What follows belongs to an exercise in optimizing a design on an open flow for small area and a short achievable clock period; a production flow would make more cautious choices. RTL that was checked went through simulation tests only; none was proved equivalent to the original. The RTL of run 1 was laid out without a check of its function. No activity file was given, so power comes from the tool's default toggle rates.

==> flow/design.v, too long to show whole: its modules and the start of the top module <==
// module cla32: 3 lines
// module wallace_mul: 940 lines
// module csa_fa: 4 lines
// module csa_ha: 4 lines
module wallace_mul(input [15:0] a, input [15:0] b, output [32:0] out, input clk);
  // ...
==> flow/run.sh <==
#!/bin/bash
# synth_recipe.tcl (not shown) runs the flow's synth.tcl, then flattens the netlist and writes it again
# the make line also repeats each setting of config.mk as NAME=value (left out here)
make -C /OpenROAD-flow-scripts/flow DESIGN_CONFIG=/design/flow/config.mk WORK_HOME=/design/flow/orfs CLKGATE_MAP_FILE= SYNTH_SCRIPT=/design/flow/synth_recipe.tcl finish
==> flow/config.mk <==
export PLATFORM = sky130hd
export DESIGN_NAME = wallace_mul
export DESIGN_NICKNAME = wallace_mul
export VERILOG_FILES = /design/flow/design.v
export SDC_FILE = /design/flow/constraint.sdc
export NUM_CORES = 4
export LEC_CHECK = 0
export CAP_MARGIN = 20
export CORE_MARGIN = 2
export CORE_UTILIZATION = 40
export CTS_BUF_LIST = sky130_fd_sc_hd__clkbuf_8
export CTS_CLUSTER_DIAMETER = 60
export CTS_CLUSTER_SIZE = 20
export PLACE_DENSITY = 0.6
export SETUP_SLACK_MARGIN = 2.5
export SLEW_MARGIN = 20
export SYNTH_HIERARCHICAL = 1
export SYNTH_MINIMUM_KEEP_SIZE = 0
==> flow/constraint.sdc <==
create_clock -name core_clock -period 4.4 [get_ports {clk}]
set_input_delay 0.8800 -clock core_clock [delete_from_list [all_inputs] [get_ports {clk}]]
set_output_delay 0.8800 -clock core_clock [all_outputs]
set_load 0.01 [all_outputs]
==> results.cfg, run 1 <==
[flow_run]
maxCapViolations = 0

[yosys]
synth_warnings = 7
synth_top_family_by_area = adder cells
synth-async-reset-ratio = 0
synth.area.top_cells = dfxtp_1 (53%), fa_1 (16%), xnor2_1 (9.5%)

[setup_path]
crit_end = lo4[12]
arrival_ns = 2.62

[final_layout]
final_common_cell = dfxtp_1
seq_area_um2 = 7750
final_cell_mix = dfxtp_1 (333), xnor2_1 (156), a22oi_1 (120), fa_1 (110), dfxtp_2 (51)
diodes = 0

[floorplanning]
start_util = 0.406
io_pins = 66

[routing]
drc = 0
ant_nets = 0
vias = 7807

[clocking]
clk_path_buf_depth = 3
clk_pin_slew_ns = 0.11
cts_max_level = 1

[timing]
whs_ns = 0.322
setup_viol = 0

[global_route]
grt_most_used_layer = met2
use_met2 = 0.225

[power]
power_frac_comb = 0.356
power_combinational_mw = 4.16
power_switching_share = 0.341
leakage_nw = 6.33

[run_status]
status = no timing/DRC/antenna violations
==> run 2, diff against run 1 <==
==> flow/design.v (replaced) <==
module cla32(input [31:0] a, input [31:0] b, output [32:0] out);
  assign out = a + b;
endmodule
module wallace_mul(input [15:0] a, input [15:0] b, output [32:0] out, input clk);
  reg [15:0] ra1;
  wire [17:0] bx = {2'b00, b};
  wire [16:0] bl = {b, 1'b0};
  wire [7:0] e_neg, e_one, e_two;
  reg [7:0] rneg1;
  reg [7:0] rone1;
  reg [7:0] rtwo1;
  reg rb15_1;
  wire [17:0] ax = {1'b0, ra1, 1'b0};
  wire pp_0_0 = rone1[0] & ax[1];
  wire nc_0 = rneg1[0] & ~pp_0_0;
  wire pp_0_1 = ((rone1[0] & ax[2]) | (rtwo1[0] & ax[1])) ^ rneg1[0];
  wire pp_0_2 = ((rone1[0] & ax[3]) | (rtwo1[0] & ax[2])) ^ rneg1[0];
  wire pp_0_3 = ((rone1[0] & ax[4]) | (rtwo1[0] & ax[3])) ^ rneg1[0];
  wire pp_0_4 = ((rone1[0] & ax[5]) | (rtwo1[0] & ax[4])) ^ rneg1[0];
  wire pp_0_5 = ((rone1[0] & ax[6]) | (rtwo1[0] & ax[5])) ^ rneg1[0];
  wire pp_0_6 = ((rone1[0] & ax[7]) | (rtwo1[0] & ax[6])) ^ rneg1[0];
  wire pp_0_7 = ((rone1[0] & ax[8]) | (rtwo1[0] & ax[7])) ^ rneg1[0];
  wire pp_0_8 = ((rone1[0] & ax[9]) | (rtwo1[0] & ax[8])) ^ rneg1[0];
  wire pp_0_9 = ((rone1[0] & ax[10]) | (rtwo1[0] & ax[9])) ^ rneg1[0];
  wire pp_0_10 = ((rone1[0] & ax[11]) | (rtwo1[0] & ax[10])) ^ rneg1[0];
  wire pp_0_11 = ((rone1[0] & ax[12]) | (rtwo1[0] & ax[11])) ^ rneg1[0];
  wire pp_0_12 = ((rone1[0] & ax[13]) | (rtwo1[0] & ax[12])) ^ rneg1[0];
  wire pp_0_13 = ((rone1[0] & ax[14]) | (rtwo1[0] & ax[13])) ^ rneg1[0];
  wire pp_0_14 = ((rone1[0] & ax[15]) | (rtwo1[0] & ax[14])) ^ rneg1[0];
  wire pp_0_15 = ((rone1[0] & ax[16]) | (rtwo1[0] & ax[15])) ^ rneg1[0];
  wire pp_0_16 = ((rone1[0] & ax[17]) | (rtwo1[0] & ax[16])) ^ rneg1[0];
  wire pp_1_0 = rone1[1] & ax[1];
  wire nc_1 = rneg1[1] & ~pp_1_0;
  wire pp_1_1 = ((rone1[1] & ax[2]) | (rtwo1[1] & ax[1])) ^ rneg1[1];
  wire pp_1_2 = ((rone1[1] & ax[3]) | (rtwo1[1] & ax[2])) ^ rneg1[1];
  wire pp_1_3 = ((rone1[1] & ax[4]) | (rtwo1[1] & ax[3])) ^ rneg1[1];
  wire pp_1_4 = ((rone1[1] & ax[5]) | (rtwo1[1] & ax[4])) ^ rneg1[1];
  wire pp_1_5 = ((rone1[1] & ax[6]) | (rtwo1[1] & ax[5])) ^ rneg1[1];
  wire pp_1_6 = ((rone1[1] & ax[7]) | (rtwo1[1] & ax[6])) ^ rneg1[1];
  wire pp_1_7 = ((rone1[1] & ax[8]) | (rtwo1[1] & ax[7])) ^ rneg1[1];
  wire pp_1_8 = ((rone1[1] & ax[9]) | (rtwo1[1] & ax[8])) ^ rneg1[1];
  wire pp_1_9 = ((rone1[1] & ax[10]) | (rtwo1[1] & ax[9])) ^ rneg1[1];
  wire pp_1_10 = ((rone1[1] & ax[11]) | (rtwo1[1] & ax[10])) ^ rneg1[1];
  wire pp_1_11 = ((rone1[1] & ax[12]) | (rtwo1[1] & ax[11])) ^ rneg1[1];
  wire pp_1_12 = ((rone1[1] & ax[13]) | (rtwo1[1] & ax[12])) ^ rneg1[1];
  wire pp_1_13 = ((rone1[1] & ax[14]) | (rtwo1[1] & ax[13])) ^ rneg1[1];
  wire pp_1_14 = ((rone1[1] & ax[15]) | (rtwo1[1] & ax[14])) ^ rneg1[1];
  wire pp_1_15 = ((rone1[1] & ax[16]) | (rtwo1[1] & ax[15])) ^ rneg1[1];
  wire pp_1_16 = ((rone1[1] & ax[17]) | (rtwo1[1] & ax[16])) ^ rneg1[1];
  wire pp_2_0 = rone1[2] & ax[1];
  wire nc_2 = rneg1[2] & ~pp_2_0;
  wire pp_2_1 = ((rone1[2] & ax[2]) | (rtwo1[2] & ax[1])) ^ rneg1[2];
  wire pp_2_2 = ((rone1[2] & ax[3]) | (rtwo1[2] & ax[2])) ^ rneg1[2];
  wire pp_2_3 = ((rone1[2] & ax[4]) | (rtwo1[2] & ax[3])) ^ rneg1[2];
  wire pp_2_4 = ((rone1[2] & ax[5]) | (rtwo1[2] & ax[4])) ^ rneg1[2];
  wire pp_2_5 = ((rone1[2] & ax[6]) | (rtwo1[2] & ax[5])) ^ rneg1[2];
  wire pp_2_6 = ((rone1[2] & ax[7]) | (rtwo1[2] & ax[6])) ^ rneg1[2];
  wire pp_2_7 = ((rone1[2] & ax[8]) | (rtwo1[2] & ax[7])) ^ rneg1[2];
  wire pp_2_8 = ((rone1[2] & ax[9]) | (rtwo1[2] & ax[8])) ^ rneg1[2];
  wire pp_2_9 = ((rone1[2] & ax[10]) | (rtwo1[2] & ax[9])) ^ rneg1[2];
  wire pp_2_10 = ((rone1[2] & ax[11]) | (rtwo1[2] & ax[10])) ^ rneg1[2];
  wire pp_2_11 = ((rone1[2] & ax[12]) | (rtwo1[2] & ax[11])) ^ rneg1[2];
  wire pp_2_12 = ((rone1[2] & ax[13]) | (rtwo1[2] & ax[12])) ^ rneg1[2];
  wire pp_2_13 = ((rone1[2] & ax[14]) | (rtwo1[2] & ax[13])) ^ rneg1[2];
  wire pp_2_14 = ((rone1[2] & ax[15]) | (rtwo1[2] & ax[14])) ^ rneg1[2];
  wire pp_2_15 = ((rone1[2] & ax[16]) | (rtwo1[2] & ax[15])) ^ rneg1[2];
  wire pp_2_16 = ((rone1[2] & ax[17]) | (rtwo1[2] & ax[16])) ^ rneg1[2];
  wire pp_3_0 = rone1[3] & ax[1];
  wire nc_3 = rneg1[3] & ~pp_3_0;
  wire pp_3_1 = ((rone1[3] & ax[2]) | (rtwo1[3] & ax[1])) ^ rneg1[3];
  wire pp_3_2 = ((rone1[3] & ax[3]) | (rtwo1[3] & ax[2])) ^ rneg1[3];
  wire pp_3_3 = ((rone1[3] & ax[4]) | (rtwo1[3] & ax[3])) ^ rneg1[3];
  wire pp_3_4 = ((rone1[3] & ax[5]) | (rtwo1[3] & ax[4])) ^ rneg1[3];
  wire pp_3_5 = ((rone1[3] & ax[6]) | (rtwo1[3] & ax[5])) ^ rneg1[3];
  wire pp_3_6 = ((rone1[3] & ax[7]) | (rtwo1[3] & ax[6])) ^ rneg1[3];
  wire pp_3_7 = ((rone1[3] & ax[8]) | (rtwo1[3] & ax[7])) ^ rneg1[3];
  wire pp_3_8 = ((rone1[3] & ax[9]) | (rtwo1[3] & ax[8])) ^ rneg1[3];
  wire pp_3_9 = ((rone1[3] & ax[10]) | (rtwo1[3] & ax[9])) ^ rneg1[3];
  wire pp_3_10 = ((rone1[3] & ax[11]) | (rtwo1[3] & ax[10])) ^ rneg1[3];
  wire pp_3_11 = ((rone1[3] & ax[12]) | (rtwo1[3] & ax[11])) ^ rneg1[3];
  wire pp_3_12 = ((rone1[3] & ax[13]) | (rtwo1[3] & ax[12])) ^ rneg1[3];
  wire pp_3_13 = ((rone1[3] & ax[14]) | (rtwo1[3] & ax[13])) ^ rneg1[3];
  wire pp_3_14 = ((rone1[3] & ax[15]) | (rtwo1[3] & ax[14])) ^ rneg1[3];
  wire pp_3_15 = ((rone1[3] & ax[16]) | (rtwo1[3] & ax[15])) ^ rneg1[3];
  wire pp_3_16 = ((rone1[3] & ax[17]) | (rtwo1[3] & ax[16])) ^ rneg1[3];
  wire pp_4_0 = rone1[4] & ax[1];
  wire nc_4 = rneg1[4] & ~pp_4_0;
  wire pp_4_1 = ((rone1[4] & ax[2]) | (rtwo1[4] & ax[1])) ^ rneg1[4];
  wire pp_4_2 = ((rone1[4] & ax[3]) | (rtwo1[4] & ax[2])) ^ rneg1[4];
  wire pp_4_3 = ((rone1[4] & ax[4]) | (rtwo1[4] & ax[3])) ^ rneg1[4];
  wire pp_4_4 = ((rone1[4] & ax[5]) | (rtwo1[4] & ax[4])) ^ rneg1[4];
  wire pp_4_5 = ((rone1[4] & ax[6]) | (rtwo1[4] & ax[5])) ^ rneg1[4];
  wire pp_4_6 = ((rone1[4] & ax[7]) | (rtwo1[4] & ax[6])) ^ rneg1[4];
  wire pp_4_7 = ((rone1[4] & ax[8]) | (rtwo1[4] & ax[7])) ^ rneg1[4];
  wire pp_4_8 = ((rone1[4] & ax[9]) | (rtwo1[4] & ax[8])) ^ rneg1[4];
  wire pp_4_9 = ((rone1[4] & ax[10]) | (rtwo1[4] & ax[9])) ^ rneg1[4];
  wire pp_4_10 = ((rone1[4] & ax[11]) | (rtwo1[4] & ax[10])) ^ rneg1[4];
  wire pp_4_11 = ((rone1[4] & ax[12]) | (rtwo1[4] & ax[11])) ^ rneg1[4];
  wire pp_4_12 = ((rone1[4] & ax[13]) | (rtwo1[4] & ax[12])) ^ rneg1[4];
  wire pp_4_13 = ((rone1[4] & ax[14]) | (rtwo1[4] & ax[13])) ^ rneg1[4];
  wire pp_4_14 = ((rone1[4] & ax[15]) | (rtwo1[4] & ax[14])) ^ rneg1[4];
  wire pp_4_15 = ((rone1[4] & ax[16]) | (rtwo1[4] & ax[15])) ^ rneg1[4];
  wire pp_4_16 = ((rone1[4] & ax[17]) | (rtwo1[4] & ax[16])) ^ rneg1[4];
  wire pp_5_0 = rone1[5] & ax[1];
  wire nc_5 = rneg1[5] & ~pp_5_0;
  wire pp_5_1 = ((rone1[5] & ax[2]) | (rtwo1[5] & ax[1])) ^ rneg1[5];
  wire pp_5_2 = ((rone1[5] & ax[3]) | (rtwo1[5] & ax[2])) ^ rneg1[5];
  wire pp_5_3 = ((rone1[5] & ax[4]) | (rtwo1[5] & ax[3])) ^ rneg1[5];
  wire pp_5_4 = ((rone1[5] & ax[5]) | (rtwo1[5] & ax[4])) ^ rneg1[5];
  wire pp_5_5 = ((rone1[5] & ax[6]) | (rtwo1[5] & ax[5])) ^ rneg1[5];
  wire pp_5_6 = ((rone1[5] & ax[7]) | (rtwo1[5] & ax[6])) ^ rneg1[5];
  wire pp_5_7 = ((rone1[5] & ax[8]) | (rtwo1[5] & ax[7])) ^ rneg1[5];
  wire pp_5_8 = ((rone1[5] & ax[9]) | (rtwo1[5] & ax[8])) ^ rneg1[5];
  wire pp_5_9 = ((rone1[5] & ax[10]) | (rtwo1[5] & ax[9])) ^ rneg1[5];
  wire pp_5_10 = ((rone1[5] & ax[11]) | (rtwo1[5] & ax[10])) ^ rneg1[5];
  wire pp_5_11 = ((rone1[5] & ax[12]) | (rtwo1[5] & ax[11])) ^ rneg1[5];
  wire pp_5_12 = ((rone1[5] & ax[13]) | (rtwo1[5] & ax[12])) ^ rneg1[5];
  wire pp_5_13 = ((rone1[5] & ax[14]) | (rtwo1[5] & ax[13])) ^ rneg1[5];
  wire pp_5_14 = ((rone1[5] & ax[15]) | (rtwo1[5] & ax[14])) ^ rneg1[5];
  wire pp_5_15 = ((rone1[5] & ax[16]) | (rtwo1[5] & ax[15])) ^ rneg1[5];
  wire pp_5_16 = ((rone1[5] & ax[17]) | (rtwo1[5] & ax[16])) ^ rneg1[5];
  wire pp_6_0 = rone1[6] & ax[1];
  wire nc_6 = rneg1[6] & ~pp_6_0;
  wire pp_6_1 = ((rone1[6] & ax[2]) | (rtwo1[6] & ax[1])) ^ rneg1[6];
  wire pp_6_2 = ((rone1[6] & ax[3]) | (rtwo1[6] & ax[2])) ^ rneg1[6];
  wire pp_6_3 = ((rone1[6] & ax[4]) | (rtwo1[6] & ax[3])) ^ rneg1[6];
  wire pp_6_4 = ((rone1[6] & ax[5]) | (rtwo1[6] & ax[4])) ^ rneg1[6];
  wire pp_6_5 = ((rone1[6] & ax[6]) | (rtwo1[6] & ax[5])) ^ rneg1[6];
  wire pp_6_6 = ((rone1[6] & ax[7]) | (rtwo1[6] & ax[6])) ^ rneg1[6];
  wire pp_6_7 = ((rone1[6] & ax[8]) | (rtwo1[6] & ax[7])) ^ rneg1[6];
  wire pp_6_8 = ((rone1[6] & ax[9]) | (rtwo1[6] & ax[8])) ^ rneg1[6];
  wire pp_6_9 = ((rone1[6] & ax[10]) | (rtwo1[6] & ax[9])) ^ rneg1[6];
  wire pp_6_10 = ((rone1[6] & ax[11]) | (rtwo1[6] & ax[10])) ^ rneg1[6];
  wire pp_6_11 = ((rone1[6] & ax[12]) | (rtwo1[6] & ax[11])) ^ rneg1[6];
  wire pp_6_12 = ((rone1[6] & ax[13]) | (rtwo1[6] & ax[12])) ^ rneg1[6];
  wire pp_6_13 = ((rone1[6] & ax[14]) | (rtwo1[6] & ax[13])) ^ rneg1[6];
  wire pp_6_14 = ((rone1[6] & ax[15]) | (rtwo1[6] & ax[14])) ^ rneg1[6];
  wire pp_6_15 = ((rone1[6] & ax[16]) | (rtwo1[6] & ax[15])) ^ rneg1[6];
  wire pp_6_16 = ((rone1[6] & ax[17]) | (rtwo1[6] & ax[16])) ^ rneg1[6];
  wire pp_7_0 = rone1[7] & ax[1];
  wire nc_7 = rneg1[7] & ~pp_7_0;
  wire pp_7_1 = ((rone1[7] & ax[2]) | (rtwo1[7] & ax[1])) ^ rneg1[7];
  wire pp_7_2 = ((rone1[7] & ax[3]) | (rtwo1[7] & ax[2])) ^ rneg1[7];
  wire pp_7_3 = ((rone1[7] & ax[4]) | (rtwo1[7] & ax[3])) ^ rneg1[7];
  wire pp_7_4 = ((rone1[7] & ax[5]) | (rtwo1[7] & ax[4])) ^ rneg1[7];
  wire pp_7_5 = ((rone1[7] & ax[6]) | (rtwo1[7] & ax[5])) ^ rneg1[7];
  wire pp_7_6 = ((rone1[7] & ax[7]) | (rtwo1[7] & ax[6])) ^ rneg1[7];
  wire pp_7_7 = ((rone1[7] & ax[8]) | (rtwo1[7] & ax[7])) ^ rneg1[7];
  wire pp_7_8 = ((rone1[7] & ax[9]) | (rtwo1[7] & ax[8])) ^ rneg1[7];
  wire pp_7_9 = ((rone1[7] & ax[10]) | (rtwo1[7] & ax[9])) ^ rneg1[7];
  wire pp_7_10 = ((rone1[7] & ax[11]) | (rtwo1[7] & ax[10])) ^ rneg1[7];
  wire pp_7_11 = ((rone1[7] & ax[12]) | (rtwo1[7] & ax[11])) ^ rneg1[7];
  wire pp_7_12 = ((rone1[7] & ax[13]) | (rtwo1[7] & ax[12])) ^ rneg1[7];
  wire pp_7_13 = ((rone1[7] & ax[14]) | (rtwo1[7] & ax[13])) ^ rneg1[7];
  wire pp_7_14 = ((rone1[7] & ax[15]) | (rtwo1[7] & ax[14])) ^ rneg1[7];
  wire pp_7_15 = ((rone1[7] & ax[16]) | (rtwo1[7] & ax[15])) ^ rneg1[7];
  wire pp_7_16 = ((rone1[7] & ax[17]) | (rtwo1[7] & ax[16])) ^ rneg1[7];
  wire pp_8_0 = ra1[0] & rb15_1;
  wire pp_8_1 = ra1[1] & rb15_1;
  wire pp_8_2 = ra1[2] & rb15_1;
  wire pp_8_3 = ra1[3] & rb15_1;
  wire pp_8_4 = ra1[4] & rb15_1;
  wire pp_8_5 = ra1[5] & rb15_1;
  wire pp_8_6 = ra1[6] & rb15_1;
  wire pp_8_7 = ra1[7] & rb15_1;
  wire pp_8_8 = ra1[8] & rb15_1;
  wire pp_8_9 = ra1[9] & rb15_1;
  wire pp_8_10 = ra1[10] & rb15_1;
  wire pp_8_11 = ra1[11] & rb15_1;
  wire pp_8_12 = ra1[12] & rb15_1;
  wire pp_8_13 = ra1[13] & rb15_1;
  wire pp_8_14 = ra1[14] & rb15_1;
  wire pp_8_15 = ra1[15] & rb15_1;
  wire s1, c1;
  wire s2, c2;
  wire s3, c3;
  wire s4, c4;
  wire s5, c5;
  wire s6, c6;
  wire s7, c7;
  wire s8, c8;
  wire s9, c9;
  wire s10, c10;
  wire s11, c11;
  wire s12, c12;
  wire s13, c13;
  wire s14, c14;
  wire s15, c15;
  wire s16, c16;
  wire s17, c17;
  wire s18, c18;
  wire s19, c19;
  wire s20, c20;
  wire s21, c21;
  wire s22, c22;
  wire s23, c23;
  wire s24, c24;
  wire s25, c25;
  wire s26, c26;
  wire s27, c27;
  wire s28, c28;
  wire s29, c29;
  wire s30, c30;
  wire s31, c31;
  wire s32, c32;
  wire s33, c33;
  wire s34, c34;
  wire s35, c35;
  wire s36, c36;
  wire s37, c37;
  wire s38, c38;
  wire s39, c39;
  wire s40, c40;
  wire s41, c41;
  wire s42, c42;
  wire s43, c43;
  wire s44, c44;
  wire s45, c45;
  wire s46, c46;
  wire s47, c47;
  wire s48, c48;
  wire s49, c49;
  wire s50, c50;
  reg q2_pp_0_0;
  reg q2_nc_0;
  reg q2_pp_0_1;
  reg q2_pp_0_2;
  reg q2_pp_1_0;
  reg q2_s1;
  reg q2_c1;
  reg q2_s2;
  reg q2_c2;
  reg q2_s3;
  reg q2_pp_2_1;
  reg q2_c3;
  reg q2_s4;
  reg q2_pp_3_0;
  reg q2_c4;
  reg q2_s5;
  reg q2_nc_3;
  reg q2_pp_3_1;
  reg q2_c5;
  reg q2_s6;
  reg q2_pp_3_2;
  reg q2_pp_4_0;
  reg q2_c6;
  reg q2_s7;
  reg q2_s8;
  reg q2_c7;
  reg q2_c8;
  reg q2_s9;
  reg q2_s10;
  reg q2_c9;
  reg q2_c10;
  reg q2_s11;
  reg q2_s12;
  reg q2_pp_5_1;
  reg q2_c11;
  reg q2_c12;
  reg q2_s13;
  reg q2_s14;
  reg q2_pp_6_0;
  reg q2_c13;
  reg q2_c14;
  reg q2_s15;
  reg q2_s16;
  reg q2_nc_6;
  reg q2_pp_6_1;
  reg q2_c15;
  reg q2_c16;
  reg q2_s17;
  reg q2_s18;
  reg q2_pp_6_2;
  reg q2_pp_7_0;
  reg q2_c17;
  reg q2_c18;
  reg q2_s19;
  reg q2_s20;
  reg q2_s21;
  reg q2_c19;
  reg q2_c20;
  reg q2_c21;
  reg q2_s22;
  reg q2_s23;
  reg q2_s24;
  reg q2_c22;
  reg q2_c23;
  reg q2_c24;
  reg q2_s25;
  reg q2_s26;
  reg q2_s27;
  reg q2_c25;
  reg q2_c26;
  reg q2_c27;
  reg q2_s28;
  reg q2_s29;
  reg q2_s30;
  reg q2_c28;
  reg q2_c29;
  reg q2_c30;
  reg q2_s31;
  reg q2_s32;
  reg q2_s33;
  reg q2_c31;
  reg q2_c32;
  reg q2_c33;
  reg q2_s34;
  reg q2_s35;
  reg q2_s36;
  reg q2_c34;
  reg q2_c35;
  reg q2_c36;
  reg q2_s37;
  reg q2_s38;
  reg q2_pp_8_5;
  reg q2_c37;
  reg q2_c38;
  reg q2_s39;
  reg q2_s40;
  reg q2_pp_8_6;
  reg q2_c39;
  reg q2_c40;
  reg q2_s41;
  reg q2_s42;
  reg q2_c41;
  reg q2_c42;
  reg q2_s43;
  reg q2_s44;
  reg q2_c43;
  reg q2_c44;
  reg q2_s45;
  reg q2_pp_7_11;
  reg q2_pp_8_9;
  reg q2_c45;
  reg q2_s46;
  reg q2_pp_7_12;
  reg q2_pp_8_10;
  reg q2_c46;
  reg q2_s47;
  reg q2_pp_8_11;
  reg q2_c47;
  reg q2_s48;
  reg q2_pp_8_12;
  reg q2_c48;
  reg q2_s49;
  reg q2_c49;
  reg q2_s50;
  reg q2_c50;
  reg q2_nrneg1_7;
  reg q2_pp_8_15;
  wire s51, c51;
  wire s52, c52;
  wire s53, c53;
  wire s54, c54;
  wire s55, c55;
  wire s56, c56;
  wire s57, c57;
  wire s58, c58;
  wire s59, c59;
  wire s60, c60;
  wire s61, c61;
  wire s62, c62;
  wire s63, c63;
  wire s64, c64;
  wire s65, c65;
  wire s66, c66;
  wire s67, c67;
  wire s68, c68;
  wire s69, c69;
  wire s70, c70;
  wire s71, c71;
  wire s72, c72;
  wire s73, c73;
  wire s74, c74;
  wire s75, c75;
  wire s76, c76;
  wire s77, c77;
  wire s78, c78;
  wire s79, c79;
  wire s80, c80;
  wire s81, c81;
  wire s82, c82;
  wire s83, c83;
  wire s84, c84;
  wire s85, c85;
  wire s86, c86;
  wire s87, c87;
  wire s88, c88;
  wire s89, c89;
  wire s90, c90;
  wire s91, c91;
  wire s92, c92;
  wire s93, c93;
  wire s94, c94;
  wire s95, c95;
  wire s96, c96;
  wire s97, c97;
  wire s98, c98;
  wire s99, c99;
  wire s100, c100;
  wire s101, c101;
  wire s102, c102;
  wire s103, c103;
  wire s104, c104;
  wire s105, c105;
  reg q3_q2_pp_0_0;
  reg q3_q2_nc_0;
  reg q3_q2_pp_0_1;
  reg q3_q2_pp_0_2;
  reg q3_q2_pp_1_0;
  reg q3_q2_s1;
  reg q3_q2_c1;
  reg q3_q2_s2;
  reg q3_s51;
  reg q3_c51;
  reg q3_s52;
  reg q3_s86;
  reg q3_c86;
  reg q3_s87;
  reg q3_c87;
  reg q3_c54;
  reg q3_s55;
  reg q3_s88;
  reg q3_c88;
  reg q3_s89;
  reg q3_q2_pp_5_1;
  reg q3_c89;
  reg q3_s90;
  reg q3_q2_pp_6_0;
  reg q3_c90;
  reg q3_s91;
  reg q3_c91;
  reg q3_s92;
  reg q3_s62;
  reg q3_c92;
  reg q3_s93;
  reg q3_s64;
  reg q3_c93;
  reg q3_s94;
  reg q3_s66;
  reg q3_c94;
  reg q3_s95;
  reg q3_s68;
  reg q3_c95;
  reg q3_s96;
  reg q3_s70;
  reg q3_c96;
  reg q3_s97;
  reg q3_s72;
  reg q3_c97;
  reg q3_s98;
  reg q3_s74;
  reg q3_c98;
  reg q3_s99;
  reg q3_s76;
  reg q3_c99;
  reg q3_s100;
  reg q3_s78;
  reg q3_c100;
  reg q3_s101;
  reg q3_q2_s42;
  reg q3_c101;
  reg q3_s102;
  reg q3_c102;
  reg q3_s103;
  reg q3_q2_pp_8_9;
  reg q3_c103;
  reg q3_s104;
  reg q3_c104;
  reg q3_c82;
  reg q3_s83;
  reg q3_c83;
  reg q3_s84;
  reg q3_s105;
  reg q3_c105;
  reg q3_q2_c49;
  reg q3_q2_s50;
  reg q3_s85;
  wire s106, c106;
  wire s107, c107;
  wire s108, c108;
  wire s109, c109;
  wire s110, c110;
  wire s111, c111;
  wire s112, c112;
  wire s113, c113;
  wire s114, c114;
  wire s115, c115;
  wire s116, c116;
  wire s117, c117;
  wire s118, c118;
  wire s119, c119;
  wire s120, c120;
  wire s121, c121;
  wire s122, c122;
  wire s123, c123;
  wire s124, c124;
  wire s125, c125;
  wire [11:0] lx = {s107, c106, s106, q3_c86, q3_s86, q3_c51, q3_s51, q3_q2_c1, q3_q2_s1, q3_q2_pp_0_2, q3_q2_nc_0, q3_q2_pp_0_0};
  wire [11:0] ly = {1'b0, q3_s88, 1'b0, q3_s87, 1'b0, q3_s52, 1'b0, q3_q2_s2, 1'b0, q3_q2_pp_1_0, q3_q2_pp_0_1, 1'b0};
  wire [12:0] lsum = lx + ly;
  reg [12:0] lo4;
  reg q4_c107;
  reg q4_s108;
  reg q4_c108;
  reg q4_s109;
  reg q4_c109;
  reg q4_s110;
  reg q4_c110;
  reg q4_s111;
  reg q4_c111;
  reg q4_s112;
  reg q4_c112;
  reg q4_s113;
  reg q4_c113;
  reg q4_s114;
  reg q4_c114;
  reg q4_s115;
  reg q4_c115;
  reg q4_s116;
  reg q4_c116;
  reg q4_s117;
  reg q4_c117;
  reg q4_s118;
  reg q4_c118;
  reg q4_s119;
  reg q4_c119;
  reg q4_s120;
  reg q4_c120;
  reg q4_s121;
  reg q4_c121;
  reg q4_s122;
  reg q4_c122;
  reg q4_s123;
  reg q4_c123;
  reg q4_s124;
  reg q4_c124;
  reg q4_q3_s105;
  reg q4_s125;
  reg q4_c125;
  reg q4_q3_s85;
  wire [19:0] hx = {q4_c125, q4_s125, q4_c124, q4_c123, q4_c122, q4_c121, q4_c120, q4_c119, q4_c118, q4_c117, q4_c116, q4_c115, q4_c114, q4_c113, q4_c112, q4_c111, q4_c110, q4_c109, q4_c108, q4_c107};
  wire [19:0] hy = {q4_q3_s85, 1'b0, q4_q3_s105, q4_s124, q4_s123, q4_s122, q4_s121, q4_s120, q4_s119, q4_s118, q4_s117, q4_s116, q4_s115, q4_s114, q4_s113, q4_s112, q4_s111, q4_s110, q4_s109, q4_s108};
  wire [20:0] hsum = {hx, lo4[12]} + {hy, lo4[12]};
  wire [32:0] fs = {1'b0, hsum[20:1], lo4[11:0]};
  reg [31:0] p5;
  reg [31:0] p6;
  reg [31:0] p7;
  always @(posedge clk) ra1 <= a;
  assign e_neg[0] = bx[1];
  assign e_one[0] = bx[0] ^ bl[0];
  assign e_two[0] = (bx[1] & ~bx[0] & ~bl[0]) | (~bx[1] & bx[0] & bl[0]);
  assign e_neg[1] = bx[3];
  assign e_one[1] = bx[2] ^ bl[2];
  assign e_two[1] = (bx[3] & ~bx[2] & ~bl[2]) | (~bx[3] & bx[2] & bl[2]);
  assign e_neg[2] = bx[5];
  assign e_one[2] = bx[4] ^ bl[4];
  assign e_two[2] = (bx[5] & ~bx[4] & ~bl[4]) | (~bx[5] & bx[4] & bl[4]);
  assign e_neg[3] = bx[7];
  assign e_one[3] = bx[6] ^ bl[6];
  assign e_two[3] = (bx[7] & ~bx[6] & ~bl[6]) | (~bx[7] & bx[6] & bl[6]);
  assign e_neg[4] = bx[9];
  assign e_one[4] = bx[8] ^ bl[8];
  assign e_two[4] = (bx[9] & ~bx[8] & ~bl[8]) | (~bx[9] & bx[8] & bl[8]);
  assign e_neg[5] = bx[11];
  assign e_one[5] = bx[10] ^ bl[10];
  assign e_two[5] = (bx[11] & ~bx[10] & ~bl[10]) | (~bx[11] & bx[10] & bl[10]);
  assign e_neg[6] = bx[13];
  assign e_one[6] = bx[12] ^ bl[12];
  assign e_two[6] = (bx[13] & ~bx[12] & ~bl[12]) | (~bx[13] & bx[12] & bl[12]);
  assign e_neg[7] = bx[15];
  assign e_one[7] = bx[14] ^ bl[14];
  assign e_two[7] = (bx[15] & ~bx[14] & ~bl[14]) | (~bx[15] & bx[14] & bl[14]);
  always @(posedge clk) rneg1 <= e_neg;
  always @(posedge clk) rone1 <= e_one;
  always @(posedge clk) rtwo1 <= e_two;
  always @(posedge clk) rb15_1 <= b[15];
  csa_fa u_s1(.x(pp_0_3), .y(nc_1), .z(pp_1_1), .s(s1), .c(c1));
  csa_fa u_s2(.x(pp_0_4), .y(pp_1_2), .z(pp_2_0), .s(s2), .c(c2));
  csa_fa u_s3(.x(pp_0_5), .y(pp_1_3), .z(nc_2), .s(s3), .c(c3));
  csa_fa u_s4(.x(pp_0_6), .y(pp_1_4), .z(pp_2_2), .s(s4), .c(c4));
  csa_fa u_s5(.x(pp_0_7), .y(pp_1_5), .z(pp_2_3), .s(s5), .c(c5));
  csa_fa u_s6(.x(pp_0_8), .y(pp_1_6), .z(pp_2_4), .s(s6), .c(c6));
  csa_fa u_s7(.x(pp_0_9), .y(pp_1_7), .z(pp_2_5), .s(s7), .c(c7));
  csa_fa u_s8(.x(pp_3_3), .y(nc_4), .z(pp_4_1), .s(s8), .c(c8));
  csa_fa u_s9(.x(pp_0_10), .y(pp_1_8), .z(pp_2_6), .s(s9), .c(c9));
  csa_fa u_s10(.x(pp_3_4), .y(pp_4_2), .z(pp_5_0), .s(s10), .c(c10));
  csa_fa u_s11(.x(pp_0_11), .y(pp_1_9), .z(pp_2_7), .s(s11), .c(c11));
  csa_fa u_s12(.x(pp_3_5), .y(pp_4_3), .z(nc_5), .s(s12), .c(c12));
  csa_fa u_s13(.x(pp_0_12), .y(pp_1_10), .z(pp_2_8), .s(s13), .c(c13));
  csa_fa u_s14(.x(pp_3_6), .y(pp_4_4), .z(pp_5_2), .s(s14), .c(c14));
  csa_fa u_s15(.x(pp_0_13), .y(pp_1_11), .z(pp_2_9), .s(s15), .c(c15));
  csa_fa u_s16(.x(pp_3_7), .y(pp_4_5), .z(pp_5_3), .s(s16), .c(c16));
  csa_fa u_s17(.x(pp_0_14), .y(pp_1_12), .z(pp_2_10), .s(s17), .c(c17));
  csa_fa u_s18(.x(pp_3_8), .y(pp_4_6), .z(pp_5_4), .s(s18), .c(c18));
  csa_fa u_s19(.x(pp_0_15), .y(pp_1_13), .z(pp_2_11), .s(s19), .c(c19));
  csa_fa u_s20(.x(pp_3_9), .y(pp_4_7), .z(pp_5_5), .s(s20), .c(c20));
  csa_fa u_s21(.x(pp_6_3), .y(nc_7), .z(pp_7_1), .s(s21), .c(c21));
  csa_fa u_s22(.x(pp_0_16), .y(pp_1_14), .z(pp_2_12), .s(s22), .c(c22));
  csa_fa u_s23(.x(pp_3_10), .y(pp_4_8), .z(pp_5_6), .s(s23), .c(c23));
  csa_fa u_s24(.x(pp_6_4), .y(pp_7_2), .z(pp_8_0), .s(s24), .c(c24));
  csa_fa u_s25(.x(rneg1[0]), .y(pp_1_15), .z(pp_2_13), .s(s25), .c(c25));
  csa_fa u_s26(.x(pp_3_11), .y(pp_4_9), .z(pp_5_7), .s(s26), .c(c26));
  csa_fa u_s27(.x(pp_6_5), .y(pp_7_3), .z(pp_8_1), .s(s27), .c(c27));
  csa_fa u_s28(.x(rneg1[0]), .y(pp_1_16), .z(pp_2_14), .s(s28), .c(c28));
  csa_fa u_s29(.x(pp_3_12), .y(pp_4_10), .z(pp_5_8), .s(s29), .c(c29));
  csa_fa u_s30(.x(pp_6_6), .y(pp_7_4), .z(pp_8_2), .s(s30), .c(c30));
  csa_fa u_s31(.x(~rneg1[0]), .y(~rneg1[1]), .z(pp_2_15), .s(s31), .c(c31));
  csa_fa u_s32(.x(pp_3_13), .y(pp_4_11), .z(pp_5_9), .s(s32), .c(c32));
  csa_fa u_s33(.x(pp_6_7), .y(pp_7_5), .z(pp_8_3), .s(s33), .c(c33));
  assign s34 = ~(pp_2_16 ^ pp_3_14);
  assign c34 = pp_2_16 | pp_3_14;
  csa_fa u_s35(.x(pp_4_12), .y(pp_5_10), .z(pp_6_8), .s(s35), .c(c35));
  csa_ha u_s36(.x(pp_7_6), .y(pp_8_4), .s(s36), .c(c36));
  csa_fa u_s37(.x(~rneg1[2]), .y(pp_3_15), .z(pp_4_13), .s(s37), .c(c37));
  csa_fa u_s38(.x(pp_5_11), .y(pp_6_9), .z(pp_7_7), .s(s38), .c(c38));
  assign s39 = ~(pp_3_16 ^ pp_4_14);
  assign c39 = pp_3_16 | pp_4_14;
  csa_fa u_s40(.x(pp_5_12), .y(pp_6_10), .z(pp_7_8), .s(s40), .c(c40));
  csa_fa u_s41(.x(~rneg1[3]), .y(pp_4_15), .z(pp_5_13), .s(s41), .c(c41));
  csa_fa u_s42(.x(pp_6_11), .y(pp_7_9), .z(pp_8_7), .s(s42), .c(c42));
  assign s43 = ~(pp_4_16 ^ pp_5_14);
  assign c43 = pp_4_16 | pp_5_14;
  csa_fa u_s44(.x(pp_6_12), .y(pp_7_10), .z(pp_8_8), .s(s44), .c(c44));
  csa_fa u_s45(.x(~rneg1[4]), .y(pp_5_15), .z(pp_6_13), .s(s45), .c(c45));
  assign s46 = ~(pp_5_16 ^ pp_6_14);
  assign c46 = pp_5_16 | pp_6_14;
  csa_fa u_s47(.x(~rneg1[5]), .y(pp_6_15), .z(pp_7_13), .s(s47), .c(c47));
  assign s48 = ~(pp_6_16 ^ pp_7_14);
  assign c48 = pp_6_16 | pp_7_14;
  csa_fa u_s49(.x(~rneg1[6]), .y(pp_7_15), .z(pp_8_13), .s(s49), .c(c49));
  assign s50 = ~(pp_7_16 ^ pp_8_14);
  assign c50 = pp_7_16 | pp_8_14;
  always @(posedge clk) q2_pp_0_0 <= pp_0_0;
  always @(posedge clk) q2_nc_0 <= nc_0;
  always @(posedge clk) q2_pp_0_1 <= pp_0_1;
  always @(posedge clk) q2_pp_0_2 <= pp_0_2;
  always @(posedge clk) q2_pp_1_0 <= pp_1_0;
  always @(posedge clk) q2_s1 <= s1;
  always @(posedge clk) q2_c1 <= c1;
  always @(posedge clk) q2_s2 <= s2;
  always @(posedge clk) q2_c2 <= c2;
  always @(posedge clk) q2_s3 <= s3;
  always @(posedge clk) q2_pp_2_1 <= pp_2_1;
  always @(posedge clk) q2_c3 <= c3;
  always @(posedge clk) q2_s4 <= s4;
  always @(posedge clk) q2_pp_3_0 <= pp_3_0;
  always @(posedge clk) q2_c4 <= c4;
  always @(posedge clk) q2_s5 <= s5;
  always @(posedge clk) q2_nc_3 <= nc_3;
  always @(posedge clk) q2_pp_3_1 <= pp_3_1;
  always @(posedge clk) q2_c5 <= c5;
  always @(posedge clk) q2_s6 <= s6;
  always @(posedge clk) q2_pp_3_2 <= pp_3_2;
  always @(posedge clk) q2_pp_4_0 <= pp_4_0;
  always @(posedge clk) q2_c6 <= c6;
  always @(posedge clk) q2_s7 <= s7;
  always @(posedge clk) q2_s8 <= s8;
  always @(posedge clk) q2_c7 <= c7;
  always @(posedge clk) q2_c8 <= c8;
  always @(posedge clk) q2_s9 <= s9;
  always @(posedge clk) q2_s10 <= s10;
  always @(posedge clk) q2_c9 <= c9;
  always @(posedge clk) q2_c10 <= c10;
  always @(posedge clk) q2_s11 <= s11;
  always @(posedge clk) q2_s12 <= s12;
  always @(posedge clk) q2_pp_5_1 <= pp_5_1;
  always @(posedge clk) q2_c11 <= c11;
  always @(posedge clk) q2_c12 <= c12;
  always @(posedge clk) q2_s13 <= s13;
  always @(posedge clk) q2_s14 <= s14;
  always @(posedge clk) q2_pp_6_0 <= pp_6_0;
  always @(posedge clk) q2_c13 <= c13;
  always @(posedge clk) q2_c14 <= c14;
  always @(posedge clk) q2_s15 <= s15;
  always @(posedge clk) q2_s16 <= s16;
  always @(posedge clk) q2_nc_6 <= nc_6;
  always @(posedge clk) q2_pp_6_1 <= pp_6_1;
  always @(posedge clk) q2_c15 <= c15;
  always @(posedge clk) q2_c16 <= c16;
  always @(posedge clk) q2_s17 <= s17;
  always @(posedge clk) q2_s18 <= s18;
  always @(posedge clk) q2_pp_6_2 <= pp_6_2;
  always @(posedge clk) q2_pp_7_0 <= pp_7_0;
  always @(posedge clk) q2_c17 <= c17;
  always @(posedge clk) q2_c18 <= c18;
  always @(posedge clk) q2_s19 <= s19;
  always @(posedge clk) q2_s20 <= s20;
  always @(posedge clk) q2_s21 <= s21;
  always @(posedge clk) q2_c19 <= c19;
  always @(posedge clk) q2_c20 <= c20;
  always @(posedge clk) q2_c21 <= c21;
  always @(posedge clk) q2_s22 <= s22;
  always @(posedge clk) q2_s23 <= s23;
  always @(posedge clk) q2_s24 <= s24;
  always @(posedge clk) q2_c22 <= c22;
  always @(posedge clk) q2_c23 <= c23;
  always @(posedge clk) q2_c24 <= c24;
  always @(posedge clk) q2_s25 <= s25;
  always @(posedge clk) q2_s26 <= s26;
  always @(posedge clk) q2_s27 <= s27;
  always @(posedge clk) q2_c25 <= c25;
  always @(posedge clk) q2_c26 <= c26;
  always @(posedge clk) q2_c27 <= c27;
  always @(posedge clk) q2_s28 <= s28;
  always @(posedge clk) q2_s29 <= s29;
  always @(posedge clk) q2_s30 <= s30;
  always @(posedge clk) q2_c28 <= c28;
  always @(posedge clk) q2_c29 <= c29;
  always @(posedge clk) q2_c30 <= c30;
  always @(posedge clk) q2_s31 <= s31;
  always @(posedge clk) q2_s32 <= s32;
  always @(posedge clk) q2_s33 <= s33;
  always @(posedge clk) q2_c31 <= c31;
  always @(posedge clk) q2_c32 <= c32;
  always @(posedge clk) q2_c33 <= c33;
  always @(posedge clk) q2_s34 <= s34;
  always @(posedge clk) q2_s35 <= s35;
  always @(posedge clk) q2_s36 <= s36;
  always @(posedge clk) q2_c34 <= c34;
  always @(posedge clk) q2_c35 <= c35;
  always @(posedge clk) q2_c36 <= c36;
  always @(posedge clk) q2_s37 <= s37;
  always @(posedge clk) q2_s38 <= s38;
  always @(posedge clk) q2_pp_8_5 <= pp_8_5;
  always @(posedge clk) q2_c37 <= c37;
  always @(posedge clk) q2_c38 <= c38;
  always @(posedge clk) q2_s39 <= s39;
  always @(posedge clk) q2_s40 <= s40;
  always @(posedge clk) q2_pp_8_6 <= pp_8_6;
  always @(posedge clk) q2_c39 <= c39;
  always @(posedge clk) q2_c40 <= c40;
  always @(posedge clk) q2_s41 <= s41;
  always @(posedge clk) q2_s42 <= s42;
  always @(posedge clk) q2_c41 <= c41;
  always @(posedge clk) q2_c42 <= c42;
  always @(posedge clk) q2_s43 <= s43;
  always @(posedge clk) q2_s44 <= s44;
  always @(posedge clk) q2_c43 <= c43;
  always @(posedge clk) q2_c44 <= c44;
  always @(posedge clk) q2_s45 <= s45;
  always @(posedge clk) q2_pp_7_11 <= pp_7_11;
  always @(posedge clk) q2_pp_8_9 <= pp_8_9;
  always @(posedge clk) q2_c45 <= c45;
  always @(posedge clk) q2_s46 <= s46;
  always @(posedge clk) q2_pp_7_12 <= pp_7_12;
  always @(posedge clk) q2_pp_8_10 <= pp_8_10;
  always @(posedge clk) q2_c46 <= c46;
  always @(posedge clk) q2_s47 <= s47;
  always @(posedge clk) q2_pp_8_11 <= pp_8_11;
  always @(posedge clk) q2_c47 <= c47;
  always @(posedge clk) q2_s48 <= s48;
  always @(posedge clk) q2_pp_8_12 <= pp_8_12;
  always @(posedge clk) q2_c48 <= c48;
  always @(posedge clk) q2_s49 <= s49;
  always @(posedge clk) q2_c49 <= c49;
  always @(posedge clk) q2_s50 <= s50;
  always @(posedge clk) q2_c50 <= c50;
  always @(posedge clk) q2_nrneg1_7 <= ~rneg1[7];
  always @(posedge clk) q2_pp_8_15 <= pp_8_15;
  csa_fa u_s51(.x(q2_c2), .y(q2_s3), .z(q2_pp_2_1), .s(s51), .c(c51));
  csa_fa u_s52(.x(q2_c3), .y(q2_s4), .z(q2_pp_3_0), .s(s52), .c(c52));
  csa_fa u_s53(.x(q2_c4), .y(q2_s5), .z(q2_nc_3), .s(s53), .c(c53));
  csa_fa u_s54(.x(q2_c5), .y(q2_s6), .z(q2_pp_3_2), .s(s54), .c(c54));
  csa_fa u_s55(.x(q2_c6), .y(q2_s7), .z(q2_s8), .s(s55), .c(c55));
  csa_fa u_s56(.x(q2_c7), .y(q2_c8), .z(q2_s9), .s(s56), .c(c56));
  csa_fa u_s57(.x(q2_c9), .y(q2_c10), .z(q2_s11), .s(s57), .c(c57));
  csa_fa u_s58(.x(q2_c11), .y(q2_c12), .z(q2_s13), .s(s58), .c(c58));
  csa_fa u_s59(.x(q2_c13), .y(q2_c14), .z(q2_s15), .s(s59), .c(c59));
  csa_fa u_s60(.x(q2_s16), .y(q2_nc_6), .z(q2_pp_6_1), .s(s60), .c(c60));
  csa_fa u_s61(.x(q2_c15), .y(q2_c16), .z(q2_s17), .s(s61), .c(c61));
  csa_fa u_s62(.x(q2_s18), .y(q2_pp_6_2), .z(q2_pp_7_0), .s(s62), .c(c62));
  csa_fa u_s63(.x(q2_c17), .y(q2_c18), .z(q2_s19), .s(s63), .c(c63));
  csa_ha u_s64(.x(q2_s20), .y(q2_s21), .s(s64), .c(c64));
  csa_fa u_s65(.x(q2_c19), .y(q2_c20), .z(q2_c21), .s(s65), .c(c65));
  csa_fa u_s66(.x(q2_s22), .y(q2_s23), .z(q2_s24), .s(s66), .c(c66));
  csa_fa u_s67(.x(q2_c22), .y(q2_c23), .z(q2_c24), .s(s67), .c(c67));
  csa_fa u_s68(.x(q2_s25), .y(q2_s26), .z(q2_s27), .s(s68), .c(c68));
  csa_fa u_s69(.x(q2_c25), .y(q2_c26), .z(q2_c27), .s(s69), .c(c69));
  csa_fa u_s70(.x(q2_s28), .y(q2_s29), .z(q2_s30), .s(s70), .c(c70));
  csa_fa u_s71(.x(q2_c28), .y(q2_c29), .z(q2_c30), .s(s71), .c(c71));
  csa_fa u_s72(.x(q2_s31), .y(q2_s32), .z(q2_s33), .s(s72), .c(c72));
  csa_fa u_s73(.x(q2_c31), .y(q2_c32), .z(q2_c33), .s(s73), .c(c73));
  csa_fa u_s74(.x(q2_s34), .y(q2_s35), .z(q2_s36), .s(s74), .c(c74));
  csa_fa u_s75(.x(q2_c34), .y(q2_c35), .z(q2_c36), .s(s75), .c(c75));
  csa_fa u_s76(.x(q2_s37), .y(q2_s38), .z(q2_pp_8_5), .s(s76), .c(c76));
  csa_fa u_s77(.x(q2_c37), .y(q2_c38), .z(q2_s39), .s(s77), .c(c77));
  csa_ha u_s78(.x(q2_s40), .y(q2_pp_8_6), .s(s78), .c(c78));
  csa_fa u_s79(.x(q2_c39), .y(q2_c40), .z(q2_s41), .s(s79), .c(c79));
  csa_fa u_s80(.x(q2_c41), .y(q2_c42), .z(q2_s43), .s(s80), .c(c80));
  csa_fa u_s81(.x(q2_c43), .y(q2_c44), .z(q2_s45), .s(s81), .c(c81));
  csa_fa u_s82(.x(q2_c45), .y(q2_s46), .z(q2_pp_7_12), .s(s82), .c(c82));
  csa_fa u_s83(.x(q2_c46), .y(q2_s47), .z(q2_pp_8_11), .s(s83), .c(c83));
  csa_fa u_s84(.x(q2_c47), .y(q2_s48), .z(q2_pp_8_12), .s(s84), .c(c84));
  csa_fa u_s85(.x(q2_c50), .y(q2_nrneg1_7), .z(q2_pp_8_15), .s(s85), .c(c85));
  csa_fa u_s86(.x(c52), .y(s53), .z(q2_pp_3_1), .s(s86), .c(c86));
  csa_fa u_s87(.x(c53), .y(s54), .z(q2_pp_4_0), .s(s87), .c(c87));
  csa_fa u_s88(.x(c55), .y(s56), .z(q2_s10), .s(s88), .c(c88));
  csa_fa u_s89(.x(c56), .y(s57), .z(q2_s12), .s(s89), .c(c89));
  csa_fa u_s90(.x(c57), .y(s58), .z(q2_s14), .s(s90), .c(c90));
  csa_fa u_s91(.x(c58), .y(s59), .z(s60), .s(s91), .c(c91));
  csa_fa u_s92(.x(c59), .y(c60), .z(s61), .s(s92), .c(c92));
  csa_fa u_s93(.x(c61), .y(c62), .z(s63), .s(s93), .c(c93));
  csa_fa u_s94(.x(c63), .y(c64), .z(s65), .s(s94), .c(c94));
  csa_fa u_s95(.x(c65), .y(c66), .z(s67), .s(s95), .c(c95));
  csa_fa u_s96(.x(c67), .y(c68), .z(s69), .s(s96), .c(c96));
  csa_fa u_s97(.x(c69), .y(c70), .z(s71), .s(s97), .c(c97));
  csa_fa u_s98(.x(c71), .y(c72), .z(s73), .s(s98), .c(c98));
  csa_fa u_s99(.x(c73), .y(c74), .z(s75), .s(s99), .c(c99));
  csa_fa u_s100(.x(c75), .y(c76), .z(s77), .s(s100), .c(c100));
  csa_fa u_s101(.x(c77), .y(c78), .z(s79), .s(s101), .c(c101));
  csa_fa u_s102(.x(c79), .y(s80), .z(q2_s44), .s(s102), .c(c102));
  csa_fa u_s103(.x(c80), .y(s81), .z(q2_pp_7_11), .s(s103), .c(c103));
  csa_fa u_s104(.x(c81), .y(s82), .z(q2_pp_8_10), .s(s104), .c(c104));
  csa_fa u_s105(.x(c84), .y(q2_c48), .z(q2_s49), .s(s105), .c(c105));
  always @(posedge clk) q3_q2_pp_0_0 <= q2_pp_0_0;
  always @(posedge clk) q3_q2_nc_0 <= q2_nc_0;
  always @(posedge clk) q3_q2_pp_0_1 <= q2_pp_0_1;
  always @(posedge clk) q3_q2_pp_0_2 <= q2_pp_0_2;
  always @(posedge clk) q3_q2_pp_1_0 <= q2_pp_1_0;
  always @(posedge clk) q3_q2_s1 <= q2_s1;
  always @(posedge clk) q3_q2_c1 <= q2_c1;
  always @(posedge clk) q3_q2_s2 <= q2_s2;
  always @(posedge clk) q3_s51 <= s51;
  always @(posedge clk) q3_c51 <= c51;
  always @(posedge clk) q3_s52 <= s52;
  always @(posedge clk) q3_s86 <= s86;
  always @(posedge clk) q3_c86 <= c86;
  always @(posedge clk) q3_s87 <= s87;
  always @(posedge clk) q3_c87 <= c87;
  always @(posedge clk) q3_c54 <= c54;
  always @(posedge clk) q3_s55 <= s55;
  always @(posedge clk) q3_s88 <= s88;
  always @(posedge clk) q3_c88 <= c88;
  always @(posedge clk) q3_s89 <= s89;
  always @(posedge clk) q3_q2_pp_5_1 <= q2_pp_5_1;
  always @(posedge clk) q3_c89 <= c89;
  always @(posedge clk) q3_s90 <= s90;
  always @(posedge clk) q3_q2_pp_6_0 <= q2_pp_6_0;
  always @(posedge clk) q3_c90 <= c90;
  always @(posedge clk) q3_s91 <= s91;
  always @(posedge clk) q3_c91 <= c91;
  always @(posedge clk) q3_s92 <= s92;
  always @(posedge clk) q3_s62 <= s62;
  always @(posedge clk) q3_c92 <= c92;
  always @(posedge clk) q3_s93 <= s93;
  always @(posedge clk) q3_s64 <= s64;
  always @(posedge clk) q3_c93 <= c93;
  always @(posedge clk) q3_s94 <= s94;
  always @(posedge clk) q3_s66 <= s66;
  always @(posedge clk) q3_c94 <= c94;
  always @(posedge clk) q3_s95 <= s95;
  always @(posedge clk) q3_s68 <= s68;
  always @(posedge clk) q3_c95 <= c95;
  always @(posedge clk) q3_s96 <= s96;
  always @(posedge clk) q3_s70 <= s70;
  always @(posedge clk) q3_c96 <= c96;
  always @(posedge clk) q3_s97 <= s97;
  always @(posedge clk) q3_s72 <= s72;
  always @(posedge clk) q3_c97 <= c97;
  always @(posedge clk) q3_s98 <= s98;
  always @(posedge clk) q3_s74 <= s74;
  always @(posedge clk) q3_c98 <= c98;
  always @(posedge clk) q3_s99 <= s99;
  always @(posedge clk) q3_s76 <= s76;
  always @(posedge clk) q3_c99 <= c99;
  always @(posedge clk) q3_s100 <= s100;
  always @(posedge clk) q3_s78 <= s78;
  always @(posedge clk) q3_c100 <= c100;
  always @(posedge clk) q3_s101 <= s101;
  always @(posedge clk) q3_q2_s42 <= q2_s42;
  always @(posedge clk) q3_c101 <= c101;
  always @(posedge clk) q3_s102 <= s102;
  always @(posedge clk) q3_c102 <= c102;
  always @(posedge clk) q3_s103 <= s103;
  always @(posedge clk) q3_q2_pp_8_9 <= q2_pp_8_9;
  always @(posedge clk) q3_c103 <= c103;
  always @(posedge clk) q3_s104 <= s104;
  always @(posedge clk) q3_c104 <= c104;
  always @(posedge clk) q3_c82 <= c82;
  always @(posedge clk) q3_s83 <= s83;
  always @(posedge clk) q3_c83 <= c83;
  always @(posedge clk) q3_s84 <= s84;
  always @(posedge clk) q3_s105 <= s105;
  always @(posedge clk) q3_c105 <= c105;
  always @(posedge clk) q3_q2_c49 <= q2_c49;
  always @(posedge clk) q3_q2_s50 <= q2_s50;
  always @(posedge clk) q3_s85 <= s85;
  csa_fa u_s106(.x(q3_c87), .y(q3_c54), .z(q3_s55), .s(s106), .c(c106));
  csa_fa u_s107(.x(q3_c88), .y(q3_s89), .z(q3_q2_pp_5_1), .s(s107), .c(c107));
  csa_fa u_s108(.x(q3_c89), .y(q3_s90), .z(q3_q2_pp_6_0), .s(s108), .c(c108));
  csa_ha u_s109(.x(q3_c90), .y(q3_s91), .s(s109), .c(c109));
  csa_fa u_s110(.x(q3_c91), .y(q3_s92), .z(q3_s62), .s(s110), .c(c110));
  csa_fa u_s111(.x(q3_c92), .y(q3_s93), .z(q3_s64), .s(s111), .c(c111));
  csa_fa u_s112(.x(q3_c93), .y(q3_s94), .z(q3_s66), .s(s112), .c(c112));
  csa_fa u_s113(.x(q3_c94), .y(q3_s95), .z(q3_s68), .s(s113), .c(c113));
  csa_fa u_s114(.x(q3_c95), .y(q3_s96), .z(q3_s70), .s(s114), .c(c114));
  csa_fa u_s115(.x(q3_c96), .y(q3_s97), .z(q3_s72), .s(s115), .c(c115));
  csa_fa u_s116(.x(q3_c97), .y(q3_s98), .z(q3_s74), .s(s116), .c(c116));
  csa_fa u_s117(.x(q3_c98), .y(q3_s99), .z(q3_s76), .s(s117), .c(c117));
  csa_fa u_s118(.x(q3_c99), .y(q3_s100), .z(q3_s78), .s(s118), .c(c118));
  csa_fa u_s119(.x(q3_c100), .y(q3_s101), .z(q3_q2_s42), .s(s119), .c(c119));
  csa_ha u_s120(.x(q3_c101), .y(q3_s102), .s(s120), .c(c120));
  csa_fa u_s121(.x(q3_c102), .y(q3_s103), .z(q3_q2_pp_8_9), .s(s121), .c(c121));
  csa_ha u_s122(.x(q3_c103), .y(q3_s104), .s(s122), .c(c122));
  csa_fa u_s123(.x(q3_c104), .y(q3_c82), .z(q3_s83), .s(s123), .c(c123));
  csa_ha u_s124(.x(q3_c83), .y(q3_s84), .s(s124), .c(c124));
  csa_fa u_s125(.x(q3_c105), .y(q3_q2_c49), .z(q3_q2_s50), .s(s125), .c(c125));
  always @(posedge clk) lo4 <= lsum;
  always @(posedge clk) q4_c107 <= c107;
  always @(posedge clk) q4_s108 <= s108;
  always @(posedge clk) q4_c108 <= c108;
  always @(posedge clk) q4_s109 <= s109;
  always @(posedge clk) q4_c109 <= c109;
  always @(posedge clk) q4_s110 <= s110;
  always @(posedge clk) q4_c110 <= c110;
  always @(posedge clk) q4_s111 <= s111;
  always @(posedge clk) q4_c111 <= c111;
  always @(posedge clk) q4_s112 <= s112;
  always @(posedge clk) q4_c112 <= c112;
  always @(posedge clk) q4_s113 <= s113;
  always @(posedge clk) q4_c113 <= c113;
  always @(posedge clk) q4_s114 <= s114;
  always @(posedge clk) q4_c114 <= c114;
  always @(posedge clk) q4_s115 <= s115;
  always @(posedge clk) q4_c115 <= c115;
  always @(posedge clk) q4_s116 <= s116;
  always @(posedge clk) q4_c116 <= c116;
  always @(posedge clk) q4_s117 <= s117;
  always @(posedge clk) q4_c117 <= c117;
  always @(posedge clk) q4_s118 <= s118;
  always @(posedge clk) q4_c118 <= c118;
  always @(posedge clk) q4_s119 <= s119;
  always @(posedge clk) q4_c119 <= c119;
  always @(posedge clk) q4_s120 <= s120;
  always @(posedge clk) q4_c120 <= c120;
  always @(posedge clk) q4_s121 <= s121;
  always @(posedge clk) q4_c121 <= c121;
  always @(posedge clk) q4_s122 <= s122;
  always @(posedge clk) q4_c122 <= c122;
  always @(posedge clk) q4_s123 <= s123;
  always @(posedge clk) q4_c123 <= c123;
  always @(posedge clk) q4_s124 <= s124;
  always @(posedge clk) q4_c124 <= c124;
  always @(posedge clk) q4_q3_s105 <= q3_s105;
  always @(posedge clk) q4_s125 <= s125;
  always @(posedge clk) q4_c125 <= c125;
  always @(posedge clk) q4_q3_s85 <= q3_s85;
  always @(posedge clk) p5 <= fs[31:0];
  always @(posedge clk) p6 <= p5;
  always @(posedge clk) p7 <= p6;
  assign out = {1'b0, p7};
endmodule
module csa_fa(input x, input y, input z, output s, output c);
  assign s = x ^ y ^ z;
  assign c = (x & y) | (x & z) | (y & z);
endmodule
module csa_ha(input x, input y, output s, output c);
  assign s = x ^ y;
  assign c = x & y;
endmodule
==> flow/config.mk (replaced) <==
export PLATFORM = sky130hd
export DESIGN_NAME = wallace_mul
export DESIGN_NICKNAME = wallace_mul
export VERILOG_FILES = /design/flow/design.v
export SDC_FILE = /design/flow/constraint.sdc
export NUM_CORES = 4
export LEC_CHECK = 0
export CAP_MARGIN = 20
export CORE_MARGIN = 2
export CORE_UTILIZATION = 40
export CTS_BUF_LIST = sky130_fd_sc_hd__clkbuf_16
export CTS_CLUSTER_DIAMETER = 60
export CTS_CLUSTER_SIZE = 40
export PLACE_DENSITY = 0.6
export SETUP_SLACK_MARGIN = 2.5
export SLEW_MARGIN = 20
export SYNTH_HIERARCHICAL = 1
export SYNTH_MINIMUM_KEEP_SIZE = 0
==> run 2 against run 1 <==
Net effect: still clean; combinational power decreased by 13%; hold slack improved by 0.0050 ns; area after synthesis decreased by 0.83%; critical endpoint is now out[26]; largest cell class unchanged.
==> results.cfg, run 2 <==
[power]
irDropWorstVdd_uv = 423
leakage_nw = 6.37
power_density_nw_per_um2 = 736

[clocking]
cts_inserted_buffers = 27
cts_tree = yes
clk_pin_slew_ns = 0.09
clkLatencyLatePin_ns = 0.57
cts_root_buffer = clkbuf_16
postCtsHoldBufs = 0
cts_max_level = 1
clk_path_buf_depth = 3
cts.sinks = 388

[timing]
skew_ns = 0.0254
min_period_ns = 1.89
finalCritPeriodShare = 0.430
drv_slew = 0
fmax_ghz = 0.529
relSlewSlack = 0.556
rsz0062_at_grt = yes
worst_pin_slew_ns = 0.665
finalSetupTns_ns = 0
setup_viol = 0
finalHoldViolations = 0

[run_status]
status = no timing/DRC/antenna violations

[routing]
drtPass1Iterations = 5
wire_per_inst_um = 17.2
drc = 0
drt_iter0_markers = 405
via_per_inst = 4.80
ant_nets = 0
vias = 7691
drt_wl_total_um = 27600

[setup_path]
crit_type = reg2out
start_kind = flop
rr_endpoint = p5[30]
worst_ep_required_time_ns = 3.52
arrival_ns = 1.01
regToRegSetupSlack_ns = 2.52
crit_start = p7[26]
path_cells = buf_2
crit_cells = 1
slowest_delay_ns = 0.32
crit_end = out[26]
cp_top_family = flip-flops
crit_buf_inv = 1
reg2reg_depth = 7
reg2reg_from = q4_c107
critPathCaptureType = output pin
crit_path_max_fanout = 1
slowest_stage = dfxtp_1

[floorplanning]
core_area_um2 = 35400
io_pins = 66
die_area_um2 = 37200
rows = 69
fp.dieW_um = 193
fp.dieH_um = 193
start_util = 0.403

[yosys]
mappedNetlistArea_um2 = 14300
syn_area_per_cell_um2 = 12.9
ys_top_cells_by_count = dfxtp_1 (388), xnor2_1 (147), a22oi_1 (120), fa_1 (114), clkbuf_1 (73)
synth_ff_type = dfxtp_1
synth.area.top_cells = dfxtp_1 (54%), fa_1 (16%), xnor2_1 (9.0%)
yosysUniqueCellTypes = 47
synth_most_common_cell = dfxtp_1
synthCells = 1108
synth-seq-cells = 388
synth_top_area_frac = 0.544
synth_edf_count = 0
synth_warnings = 7
syn_nets = 1292
synth-async-reset-ratio = 0
seq_area_frac_synth = 0.544
synth_top_area_cell = dfxtp_1

[global_route]
grt_max_degree = 32
grt_pass1_vias = 7896
grtUsageTotal = 0.153
grt_overflow = 0
grt_first_pass_wirelength_um = 44100
grt_antenna_before_repair = 0

[final_layout]
fin_cells = 1602
final_common_cell = dfxtp_1
top_regs = p5 (32), p6 (32), p7 (32)
syn_to_final_growth_pct = 14.8
finalNetCount = 1304
drive_gt1_frac = 0.142
diodes = 0
final_cell_mix = dfxtp_1 (350), xnor2_1 (147), a22oi_1 (120), fa_1 (112), dfxtp_2 (38)

[placed_design]
gp_congestion = 0.850
dp_hpwl_um = 18800
numPortBuffers = 64
dp.cells = 1549

[flow_run]
maxCapViolations = 0

[min_path]
min_path_type = reg2reg
-- run 2: cell types whose count changed after synthesis, sizes merged, moves of 4 or more --
| cell | previous run | this run |
|---|---|---|
| nor2 | 9 | 20 |
| a31oi | 1 | 8 |
| xnor2 | 156 | 147 |
| dfxtp | 384 | 388 |
| nor3 | 5 | 1 |
| and2 | 18 | 23 |
| ha | 47 | 37 |
| a21o | 11 | 3 |
-- run 2: worst min path at each step --
stage	from	endpoint	depth (start not counted)
after floorplan	q3_q2_pp_0_0	lo4[0]	0
after global placement	p6[0]	p7[0]	0
after detailed placement	p5[31]	p6[31]	0
after CTS	p5[17]	p6[17]	0
after global routing	p5[16]	p6[16]	0
final	p5[18]	p6[18]	0
-- run 2: where the power goes --
| group | internal (mW) | switching [mW] |
|---|---|---|
| combinational | 1.72 | 1.87 |
| sequential | 4.90 | 0.645 |
| clock | 1.46 | 1.47 |
| total | 8.08 | 3.99 |
-- run 2: what timing repair did --
| item | 4_1_cts | 5_1_grt |
|---|---|---|
| pin swaps | 4 | 13 |
| gates resized for setup | 165 | 46 |
| endpoints found under the setup margin | 93 | 76 |
| setup buffers | 1 | 2 |
| gates cloned | 0 | 0 |
-- run 2: area by class of cell --
cell class | count | area, um^2
Sequential cell | 388 | 7820
Clock buffer | 27 | 676
Clock inverter | 23 | 428
Inverter | 28 | 105
Tap cell | 461 | 577
Timing Repair Buffer | 70 | 563
Fill cell | 3197 | 19000
Multi-Input combinational cell | 605 | 6220
-- run 2: metrics by stage --
stage	power (mW)	setup WS, ns	instance area, um^2	hold WS (ns)	utilization
global placement	9.04	2.39	15200	0.312	0.429
global route	13.0	2.44	16400	0.327	0.463
CTS	12.0	2.46	16200	0.329	0.458
floorplan	7.77	2.58	14300	0.310	-
detailed placement	9.12	2.37	15200	0.312	0.429
finish	12.1	2.51	16400	0.327	0.463
-- run 2: modules after synthesis (local to each module, per instance) --
module | cell area (um^2) | flip-flops and latches
wallace_mul | 11900 | 388
csa_fa | 20.0 | 0
csa_ha | 12.5 | 0
-- run 2: kinds of logic (layout without fill, tap and decap cells) --
group / Yosys count / after routing / synth area share
compound gates: 185 / 185 / 0.0933
xor+xnor: 164 / 164 / 0.101
fa+ha+maj: 151 / 151 / 0.192
buf+inv: 115 / 148 / 0.0317
flops: 388 / 388 / 0.544
other cells: 1 / 1 / 0.000263
simple gates: 104 / 104 / 0.0378
-- run 2: routing by layer --
layer  global-route usage  routed length [um]  up-vias
li1                     -                   -     3673
met1                0.219               13200     3804
met2                0.241               12500      175
met3               0.0244                1340       39
met4               0.0388                 511        0
met5                    0                   0        -

## re-timing with driven ports
No port has a modelled driver above. Below, the same layouts with a new extraction and two added sets of constraints. Step 1 sets driving cells, clkbuf_16 on the clock port and buf_2 on the other inputs (assumed; they add their load-dependent delay and slew). Step 2 also shifts input and output timing later by t, the mid clock arrival at the registers, as if the neighbouring blocks saw the same clock. Slacks: no drivers / after step 1 / after step 2; pairs: no drivers / after step 1.
run | t, ns | setup WS [ns] | hold WS [ns] | latest minus earliest clock arrival (ns)
run 1 | 0.643 | 2.287 / 2.287 / 2.287 | 0.322 / 0.322 / 0.322 | 0.032 / 0.033
run 2 | 0.603 | 2.508 / 2.459 / 2.523 | 0.327 / 0.327 / 0.327 | 0.031 / 0.031
After both steps setup and hold are still met in every run listed.
